Background: an optimization exercise with open tools, aiming at small area and a short achievable clock period. Do not read the settings as production practice.
The clock input has no modelled driver; a real chip could not lean on it and would need a root buffer or a full tree.
Power and IR drop assume default switching activity.

==> flow/design.v <==
module lightpipe_recv(
    input mclk,
    input rst,
    input adat,
    output reg wclk,
    output reg [23:0] word0,
    output reg [23:0] word1,
    output reg [23:0] word2,
    output reg [23:0] word3,
    output reg [23:0] word4,
    output reg [23:0] word5,
    output reg [23:0] word6,
    output reg [23:0] word7,
    output reg [3:0] user
);
reg reset_d, reset_dd;
reg in_d, in_dd, in_ddd, in_dddd;
reg [5:0] accum;
reg dbit;
wire transition = in_dddd ^ in_ddd;
always @(posedge mclk) begin
    reset_d <= ~rst;
    reset_dd <= reset_d;
end
always @(posedge mclk)
    if (reset_dd) {in_d, in_dd, in_ddd, in_dddd} <= 4'b0;
    else {in_d, in_dd, in_ddd, in_dddd} <= {adat, in_d, in_dd, in_ddd};
always @(posedge mclk)
    if (reset_dd || transition) accum <= 6'd0;
    else accum <= accum + 6'd1;
always @(posedge mclk)
    if (reset_dd) dbit <= 1'b0;
    else if (transition) dbit <= 1'b1;
    else if (accum == 6'd4) dbit <= 1'b0;
reg [7:0] framebit;
reg nloss_d;
reg [29:1] sr;
wire stb_next = ~reset_dd & ~transition & accum[1] & ~accum[0];
reg strobe;      
always @(posedge mclk) strobe <= stb_next;
wire loss_s = accum[5];
wire resync = strobe & ~loss_s & ~nloss_d;
wire [23:0] oword = {sr[29:26], sr[24:21], sr[19:16], sr[14:11], sr[9:6], sr[4:1]};
always @(posedge mclk)
    if (!rst) nloss_d <= 1'b1;
    else if (strobe) nloss_d <= ~loss_s;
always @(posedge mclk)
    if (!rst) framebit <= 8'd0;
    else if (resync) framebit <= 8'd252;
    else if (strobe) framebit <= framebit + 8'd1;
reg at0, at128;
reg [7:0] ldw;
wire ld_next = rst & stb_next & (loss_s | nloss_d);
always @(posedge mclk) begin
    at0 <= stb_next & (~rst | (framebit == 8'd0));
    at128 <= rst & stb_next & (framebit == 8'd128);
    ldw[0] <= ld_next & (framebit == 8'd30);
    ldw[1] <= ld_next & (framebit == 8'd60);
    ldw[2] <= ld_next & (framebit == 8'd90);
    ldw[3] <= ld_next & (framebit == 8'd120);
    ldw[4] <= ld_next & (framebit == 8'd150);
    ldw[5] <= ld_next & (framebit == 8'd180);
    ldw[6] <= ld_next & (framebit == 8'd210);
    ldw[7] <= ld_next & (framebit == 8'd240);
end
wire ls = strobe & rst;
wire hs = ~strobe & rst;
wire [29:1] sr_d;
ao22 #(29) u_sr (.a({29{ls}}), .b({dbit, sr[29:2]}), .c({29{hs}}), .d(sr), .y(sr_d));
always @(posedge mclk) sr <= sr_d;
wire lu = at0 & rst;
wire hu = ~at0 & rst;
wire [3:0] user_d;
ao22 #(4) u_user (.a({4{lu}}), .b(sr[29:26]), .c({4{hu}}), .d(user), .y(user_d));
always @(posedge mclk) user <= user_d;
always @(posedge mclk)
    if (!rst) wclk <= 1'b0;
    else if (at0) wclk <= 1'b1;
    else if (at128) wclk <= 1'b0;
wire [7:0] L = ldw & {8{rst}};           
wire [7:0] L1 = ldw | {8{~rst}};         
wire [7:0] H = ~ldw & {8{rst}};          
wire [23:0] o1 = {oword[23:8], oword[7:0] | {8{~rst}}};
wire [23:0] d0, d1, d2, d3, d4, d5, d6, d7;
ao22 #(24) u_w0 (.a({24{L[0]}}), .b(oword), .c({24{H[0]}}), .d(word0), .y(d0));
ao22 #(24) u_w1 (.a({{16{L[1]}}, {8{L1[1]}}}), .b(o1), .c({24{H[1]}}), .d(word1), .y(d1));
ao22 #(24) u_w2 (.a({24{L[2]}}), .b(oword), .c({24{H[2]}}), .d(word2), .y(d2));
ao22 #(24) u_w3 (.a({{16{L[3]}}, {8{L1[3]}}}), .b(o1), .c({24{H[3]}}), .d(word3), .y(d3));
ao22 #(24) u_w4 (.a({24{L[4]}}), .b(oword), .c({24{H[4]}}), .d(word4), .y(d4));
ao22 #(24) u_w5 (.a({{16{L[5]}}, {8{L1[5]}}}), .b(o1), .c({24{H[5]}}), .d(word5), .y(d5));
ao22 #(24) u_w6 (.a({24{L[6]}}), .b(oword), .c({24{H[6]}}), .d(word6), .y(d6));
ao22 #(24) u_w7 (.a({{16{L[7]}}, {8{L1[7]}}}), .b(o1), .c({24{H[7]}}), .d(word7), .y(d7));
always @(posedge mclk) begin
    word0 <= d0; word1 <= d1; word2 <= d2; word3 <= d3;
    word4 <= d4; word5 <= d5; word6 <= d6; word7 <= d7;
end
endmodule
module ao22 #(parameter W = 1) (
    input [W-1:0] a,
    input [W-1:0] b,
    input [W-1:0] c,
    input [W-1:0] d,
    output [W-1:0] y
);
assign y = (a & b) | (c & d);
endmodule
Settings: LEC_CHECK=0, CAP_MARGIN=20, CORE_MARGIN=2, CORE_UTILIZATION=55, PLACE_DENSITY=0.7, SETUP_SLACK_MARGIN=1.5, SLEW_MARGIN=20, SYNTH_HIERARCHICAL=1; clock period 3.0 ns.
standard.sh (not shown) runs the stock make flow with config.mk's settings and CLKGATE_MAP_FILE= SYNTH_SCRIPT=/design/flow/synth_recipe.tcl, a recipe that flattens the netlist after the stock synthesis.
==> flow/flow/run.sh <==
#!/bin/bash
# Standard synthesis and layout (standard.sh), except: the ports are buffered
# by the smallest buffer, and the clock tree is a two-level tree built by
# flow/cts.tcl (settings in flow/cts.env).
set -euo pipefail
HERE=$(pwd)
export BUFFER_PORTS_ARGS="-buffer_cell sky130_fd_sc_hd__buf_1"
export PRE_CTS_TCL=$HERE/flow/cts.tcl
export CLOCK_PORT=mclk
source $HERE/flow/cts.env
bash standard.sh > make.log 2>&1
Other scripts of this flow, unchanged in this note and not shown: flow/flow/cts.env, flow/flow/cts.tcl
Edit:
--- a/flow/design.v
+++ b/flow/design.v
@@ -17,8 +17,9 @@
 reg in_d, in_dd, in_ddd, in_dddd;
 reg [5:0] accum;
 reg dbit;
 wire transition = in_dddd ^ in_ddd;
+wire strobe = accum[1] & accum[0];
 always @(posedge mclk) begin
     reset_d <= ~rst;
     reset_dd <= reset_d;
 end
@@ -34,50 +35,43 @@
     else if (accum == 6'd4) dbit <= 1'b0;
 reg [7:0] framebit;
 reg nloss_d;
 reg [29:1] sr;
-wire stb_next = ~reset_dd & ~transition & accum[1] & ~accum[0];
-reg strobe;      
-always @(posedge mclk) strobe <= stb_next;
 wire loss_s = accum[5];
 wire resync = strobe & ~loss_s & ~nloss_d;
+wire ld = strobe & (loss_s | nloss_d);
 wire [23:0] oword = {sr[29:26], sr[24:21], sr[19:16], sr[14:11], sr[9:6], sr[4:1]};
 always @(posedge mclk)
     if (!rst) nloss_d <= 1'b1;
     else if (strobe) nloss_d <= ~loss_s;
 always @(posedge mclk)
     if (!rst) framebit <= 8'd0;
     else if (resync) framebit <= 8'd252;
     else if (strobe) framebit <= framebit + 8'd1;
-reg at0, at128;
-reg [7:0] ldw;
-wire ld_next = rst & stb_next & (loss_s | nloss_d);
-always @(posedge mclk) begin
-    at0 <= stb_next & (~rst | (framebit == 8'd0));
-    at128 <= rst & stb_next & (framebit == 8'd128);
-    ldw[0] <= ld_next & (framebit == 8'd30);
-    ldw[1] <= ld_next & (framebit == 8'd60);
-    ldw[2] <= ld_next & (framebit == 8'd90);
-    ldw[3] <= ld_next & (framebit == 8'd120);
-    ldw[4] <= ld_next & (framebit == 8'd150);
-    ldw[5] <= ld_next & (framebit == 8'd180);
-    ldw[6] <= ld_next & (framebit == 8'd210);
-    ldw[7] <= ld_next & (framebit == 8'd240);
-end
 wire ls = strobe & rst;
 wire hs = ~strobe & rst;
 wire [29:1] sr_d;
 ao22 #(29) u_sr (.a({29{ls}}), .b({dbit, sr[29:2]}), .c({29{hs}}), .d(sr), .y(sr_d));
 always @(posedge mclk) sr <= sr_d;
+wire at0 = strobe & (framebit == 8'd0);
 wire lu = at0 & rst;
 wire hu = ~at0 & rst;
 wire [3:0] user_d;
 ao22 #(4) u_user (.a({4{lu}}), .b(sr[29:26]), .c({4{hu}}), .d(user), .y(user_d));
 always @(posedge mclk) user <= user_d;
 always @(posedge mclk)
     if (!rst) wclk <= 1'b0;
     else if (at0) wclk <= 1'b1;
-    else if (at128) wclk <= 1'b0;
+    else if (strobe & (framebit == 8'd128)) wclk <= 1'b0;
+wire [7:0] ldw;
+assign ldw[0] = ld & (framebit == 8'd30);
+assign ldw[1] = ld & (framebit == 8'd60);
+assign ldw[2] = ld & (framebit == 8'd90);
+assign ldw[3] = ld & (framebit == 8'd120);
+assign ldw[4] = ld & (framebit == 8'd150);
+assign ldw[5] = ld & (framebit == 8'd180);
+assign ldw[6] = ld & (framebit == 8'd210);
+assign ldw[7] = ld & (framebit == 8'd240);
 wire [7:0] L = ldw & {8{rst}};           
 wire [7:0] L1 = ldw | {8{~rst}};         
 wire [7:0] H = ~ldw & {8{rst}};          
 wire [23:0] o1 = {oword[23:8], oword[7:0] | {8{~rst}}};
Final cell count grows by 4.1%.
Routed wire length grows by 26%.
Setup slack got worse by 0.39 ns.
Via count grows by 11%.
Clock power is about the same.
No run of this note included a check of the RTL's function; only the layout flow was run. In every run of this note, the design's own scripts or RTL, not TritonCTS, make the clock network.

==> separate check: timing with driven ports <==
The flow's constraints put no driver on any port. The routed layouts listed below were extracted and timed again, unchanged, in two steps.
Step 1 sets driving cells, clkbuf_16 on the clock port and buf_2 on the other inputs (assumed; they add their load-dependent delay and slew).
Step 2 moves the port delays by t, midway between the first and last clock arrival at a register: inputs arrive t later, outputs are due t later. That takes back most of the time a late clock gives input paths.
Slacks: ideal / step 1 / step 2; pairs: ideal / step 1.
run | shift t [ns] | setup WS [ns] | worst register clock-pin slew, ns
the first run | 0.372 | 1.481 / 1.428 / 1.144 | 0.11 / 0.11
the second run | 0.392 | 1.090 / 1.090 / 0.892 | 0.11 / 0.11
After both steps every run listed still meets setup and hold. The setup slack of the first run, which loses most, moves by -0.053 ns with the drivers and by -0.337 ns with both steps.
